This design comes from an exercise in tuning for small area on the open sky130 flow, not from production work. Only simulation tests tie the RTL to the original design; equivalence was not proved. Power and IR drop assume default switching activity.

== main ==
Design pe_array, start of the top module:
module pe_array(
  input  clk_i,
  input  rst_ni,
  input  clr_i,
  output clr_o,
  input  we_i,
  output we_o,
  input  [1:0] mode_i,
  input  [64-1:0] srca_word_i,
  output [64-1:0] srca_word_o,
  input  [8-1:0] srcb_i,
  output [64-1:0] wordp_o
);
Size: about 2000 cells after synthesis, ~410 flip-flops, roughly 210 I/O pins, roughly 23000 sq um of cells after synthesis.
clock: 6.0 ns
lec_check: 0
abc_area: 0
cap_margin: 20
core_margin: 2
core_utilization: 75
cts_cluster_diameter: 70
cts_cluster_size: 20
setup_slack_margin: 0.1
slew_margin: 20
synth_hierarchical: 1
standard.sh (not shown) runs the stock make flow with config.mk's settings and CLKGATE_MAP_FILE= SYNTH_SCRIPT=/design/flow/synth_recipe.tcl, a recipe that flattens the netlist after the stock synthesis.
==> flow/flow/run.sh <==
#!/bin/bash
# The standard layout (standard synthesis, floorplan, placement, CTS, routing)
# with two changes in how the layout is made: the port buffers use the
# smallest buffer cell (the resizer still upsizes any that need it), and
# clock tree synthesis adds no dummy loads for balancing.
set -o pipefail
bash standard.sh "BUFFER_PORTS_ARGS=-buffer_cell sky130_fd_sc_hd__buf_1" \
  "CTS_ARGS=-sink_clustering_enable -repair_clock_nets -sink_clustering_size 20 -sink_clustering_max_diameter 70 -dont_use_dummy_load" \
  finish > standard.log 2>&1
Input changes introduced in the feature branch (baseline for comparison: main):
Settings: SETUP_SLACK_MARGIN no longer set, was 0.1; ABC_AREA now 1, was 0.
==> flow/flow/run.sh <==
#!/bin/bash
# The standard layout (standard synthesis, floorplan, placement, CTS, routing)
# with one change in how the layout is made: the port buffers use the
# smallest buffer cell (the resizer still upsizes any that need it).
set -o pipefail
bash standard.sh "BUFFER_PORTS_ARGS=-buffer_cell sky130_fd_sc_hd__buf_1" finish > standard.log 2>&1
[summary]
main finished every stage and its layout cleared the timing, DRC and antenna checks.
The feature branch | status: complete | timing, DRC, antenna: pass
The feature branch vs main: cell count up
On overall fraction of global-route tracks in use, the feature branch and main are basically level.
The run showing the smaller share of the synthesized netlist area taken by xor and xnor gates is the feature branch.
Per the comparison of the feature branch with main, share of total power in the clock network up 2.4 points; count of clock-net buffers in the final layout now sits higher; first-pass GRT wire length rose by about 2.2%.
Looking at worst setup path startpoint, the g_pair[3].comp result is from the feature branch; the srca_word_i[27] one comes from main.

* * *

pe_array again, from the RTL that the note above started with.
Settings: LEC_CHECK=0, ABC_AREA=0, CAP_MARGIN=20, CORE_MARGIN=2, CORE_UTILIZATION=75, CTS_CLUSTER_DIAMETER=70, CTS_CLUSTER_SIZE=20, SETUP_SLACK_MARGIN=0.2, SLEW_MARGIN=20, SYNTH_HIERARCHICAL=1; clock period 6.0 ns.
==> flow/flow/run.sh <==
#!/bin/bash
# The standard layout (standard synthesis, floorplan, placement, CTS, routing)
# with one change in how the layout is made: the port buffers use the
# smallest buffer cell (the resizer still upsizes any that need it).
set -o pipefail
bash standard.sh "BUFFER_PORTS_ARGS=-buffer_cell sky130_fd_sc_hd__buf_1" finish > standard.log 2>&1
Next try:
--- a/flow/config.mk
+++ b/flow/config.mk
@@ -12,5 +12,5 @@
 export CTS_CLUSTER_DIAMETER = 70
 export CTS_CLUSTER_SIZE = 20
-export SETUP_SLACK_MARGIN = 0.2
+export GPL_TIMING_DRIVEN = 0
 export SLEW_MARGIN = 20
 export SYNTH_HIERARCHICAL = 1
Effect: Now the flow finished with setup timing left; via count goes up by 2.9%; total power climbs by 1.8%; clock power increases by 17%; setup slack loses 0.35 ns; synthesized area stays the same; sequential share of layout area came out lower by 0.57 points; count of clock-buffer cells in the layout goes down by 3; combinational power decreases by about 1%; sequential cell count is unchanged; die area stays the same.
Next try:
==> flow/flow/run.sh (replaced) <==
#!/bin/bash
# The standard layout (standard synthesis, floorplan, placement, CTS, routing)
# with two changes in how the layout is made: the port buffers use the
# smallest buffer cell (the resizer still upsizes any that need it), and
# clock tree synthesis adds no dummy loads for balancing.
set -o pipefail
bash standard.sh "BUFFER_PORTS_ARGS=-buffer_cell sky130_fd_sc_hd__buf_1" \
  "CTS_ARGS=-sink_clustering_enable -repair_clock_nets -sink_clustering_size 30 -sink_clustering_max_diameter 60 -dont_use_dummy_load" \
  finish > standard.log 2>&1
--- a/flow/config.mk
+++ b/flow/config.mk
@@ -12,5 +12,5 @@
 export CTS_CLUSTER_DIAMETER = 70
 export CTS_CLUSTER_SIZE = 20
-export GPL_TIMING_DRIVEN = 0
+export SETUP_SLACK_MARGIN = 0.1
 export SLEW_MARGIN = 20
 export SYNTH_HIERARCHICAL = 1
=>
- Now the flow finished clean
- sequential cell count is unchanged
- fmax is higher by 5.1%
- routed wire length is lower by 9.0%
- first-iteration DRC count is lower by 5.0%
- via count is lower by 3.5%
- clock skew is higher by 0.034 ns
- setup slack improved by 0.29 ns
- power is lower by 3.1%
Next try:
==> flow/flow/run.sh (replaced) <==
#!/bin/bash
# The standard layout (standard synthesis, floorplan, placement, CTS, routing)
# with one change in how the layout is made: the port buffers use the
# smallest buffer cell (the resizer still upsizes any that need it).
set -o pipefail
bash standard.sh "BUFFER_PORTS_ARGS=-buffer_cell sky130_fd_sc_hd__buf_1" finish > standard.log 2>&1
--- a/flow/config.mk
+++ b/flow/config.mk
@@ -6,11 +6,10 @@
 export NUM_CORES = 4
 export LEC_CHECK = 0
-export ABC_AREA = 0
-export CAP_MARGIN = 20
+export ABC_AREA = 1
+export CAP_MARGIN = 0
 export CORE_MARGIN = 2
 export CORE_UTILIZATION = 75
 export CTS_CLUSTER_DIAMETER = 70
 export CTS_CLUSTER_SIZE = 20
-export SETUP_SLACK_MARGIN = 0.1
-export SLEW_MARGIN = 20
+export SLEW_MARGIN = 0
 export SYNTH_HIERARCHICAL = 1
Effect: Total power climbs by 1.8%. Worst setup slack got worse by 0.023 ns. Cell count came out higher by 20%. Routed wire length grows by 2.6%. Die area rose by 2.1%. Fmax shrinks by 0.39%. Hold slack gets better by 0.0046 ns. Count of clock-buffer cells in the layout went up by 13.

* * *

== cedar ==
Another version of the RTL of pe_array (not shown whole).
Size: roughly 2800 cells after synthesis.
clock: 6.0 ns
lec_check: 0
abc_area: 1
cap_margin: 20
core_margin: 2
core_utilization: 60
cts_cluster_diameter: 100
cts_cluster_size: 30
slew_margin: 20
synth_hierarchical: 1
run.sh (not shown) runs the stock make flow with config.mk's settings and CLKGATE_MAP_FILE= SYNTH_SCRIPT=/design/flow/synth_recipe.tcl, a recipe that flattens the netlist after the stock synthesis.
Stock flow here: none of the scripts above is used.
What yarrow does differently from cedar at the input level:
- swapping 100 for 70 in CTS_CLUSTER_DIAMETER
- swapping 30 for 20 in CTS_CLUSTER_SIZE
## What came out
Comparing cedar and yarrow, the higher number of buffers created by CTS was measured on yarrow.
Met2 track demand over resource in global routing: yarrow > cedar
Final design area excluding fillers delta (yarrow − cedar): unfavourable
Taking cedar as the reference, in yarrow final critical-path share of the clock period shows an increase of 0.28 points, final antenna diode count stayed essentially flat.
Global-route wire length before repair went up slightly going from cedar to yarrow.
Relative to cedar, the sequential share of layout area of yarrow is lower by 0.37 points.
Clock-buffer cell count was lower in the run labelled cedar.
Against cedar, yarrow comes in 0.52% higher on via count.
Against cedar, number of DRC violations after detailed-routing iteration 0 in yarrow came out worse.
diff inputs: yarrow => zinc
==> flow/flow/run.sh (new file) <==
#!/bin/bash
# The standard layout (standard synthesis, floorplan, placement, CTS, routing)
# with one change in how the layout is made: the port buffers use the
# smallest buffer cell (the resizer still upsizes any that need it).
set -o pipefail
bash standard.sh "BUFFER_PORTS_ARGS=-buffer_cell sky130_fd_sc_hd__buf_1" finish > standard.log 2>&1
==> flow/standard.sh (new file) <==
#!/bin/bash
# synth_recipe.tcl (not shown) runs the flow's synth.tcl, then flattens the netlist and writes it again
# the make line also repeats each setting of config.mk as NAME=value (left out here)
make -C /OpenROAD-flow-scripts/flow DESIGN_CONFIG=/design/flow/config.mk WORK_HOME=/design/flow/orfs CLKGATE_MAP_FILE= SYNTH_SCRIPT=/design/flow/synth_recipe.tcl "${@:-finish}"
removed: flow/run.sh
Results
Compared yarrow against zinc; total power after layout within noise. Changes observed in zinc relative to yarrow: number of global-route vias before repair lower; worst setup slack after layout went up by 0.020 ns. Of yarrow and zinc, the higher data-path buffer share of cell area in the final layout belongs to yarrow. Compare yarrow and zinc | met1 wire length higher: zinc. When zinc is set beside yarrow, its fmax turns out to be 0.34% larger.

* * *

RTL: one of the versions met above, not the one the previous note started from.
Size: about 2000 cells after synthesis, ~410 flip-flops, ~23000 um^2 of cells after synthesis.
Settings: LEC_CHECK=0, ABC_AREA=0, CAP_MARGIN=20, CORE_MARGIN=2, CORE_UTILIZATION=75, CTS_CLUSTER_DIAMETER=70, CTS_CLUSTER_SIZE=20, SLEW_MARGIN=20, SYNTH_HIERARCHICAL=1; clock period 6.0 ns.
standard.sh (not shown) runs the stock make flow with config.mk's settings and CLKGATE_MAP_FILE= SYNTH_SCRIPT=/design/flow/synth_recipe.tcl, a recipe that flattens the netlist after the stock synthesis.
==> flow/flow/run.sh <==
#!/bin/bash
# The standard layout (standard synthesis, floorplan, placement, CTS, routing)
# with one change in how the layout is made: the port buffers use the
# smallest buffer cell (the resizer still upsizes any that need it).
set -o pipefail
bash standard.sh "BUFFER_PORTS_ARGS=-buffer_cell sky130_fd_sc_hd__buf_1" finish > standard.log 2>&1
Edit:
SETUP_SLACK_MARGIN = 0.1   (was not set)
Effect: Non-clock buffer count went down by 18; global-route usage went down by 0.66 points; worst setup slack improves by 0.22 ns; utilization went down by 0.88 points; sequential share of layout area went up by 0.37 points; register-to-register slack improves by 0.26 ns; synthesized area is unchanged; final area went down slightly; wire length went down by a few percent; first-iteration DRC count went up by about a fifth.

[re-timing with driven ports]
In the flow no input, the clock included, has a driving cell. The finished layouts below were timed again as built, in two steps. Step 1 assumes that a clkbuf_16 drives the clock port and a buf_2 every other input. Step 2, shift: input delay + t, output delay - t, t = (earliest + latest rising clock arrival at the registers) / 2. This alone moves slack from input paths to output paths. a / b / c = no drivers / after step 1 / after step 2; a / b = the first two.
run	t, ns	setup WS [ns]	latest minus earliest clock arrival (ns)
main	0.601	0.297 / 0.319 / -0.270	0.043 / 0.043
the feature branch	0.621	0.244 / 0.244 / -0.322	0.023 / 0.022
the first run of note 2	0.619	0.328 / 0.328 / -0.251	0.023 / 0.023
the second run of note 2	0.631	-0.026 / -0.026 / -0.599	0.017 / 0.017
the third run of note 2	0.625	0.267 / 0.290 / -0.324	0.055 / 0.055
the fourth run of note 2	0.621	0.244 / 0.244 / -0.322	0.023 / 0.022
cedar	0.611	0.186 / 0.186 / 0.186	0.037 / 0.037
yarrow	0.652	0.170 / 0.170 / 0.170	0.029 / 0.028
zinc	0.615	0.189 / 0.189 / 0.189	0.027 / 0.027
the first run of note 4	0.628	0.065 / 0.065 / -0.366	0.024 / 0.024
the second run of note 4	0.616	0.289 / 0.318 / -0.295	0.020 / 0.020
With both steps, setup timing fails in 7 of these runs, where it was met with ideal ports. The setup slack of the third run of note 2, which loses most, moves by +0.023 ns with the drivers and by -0.591 ns with both steps.
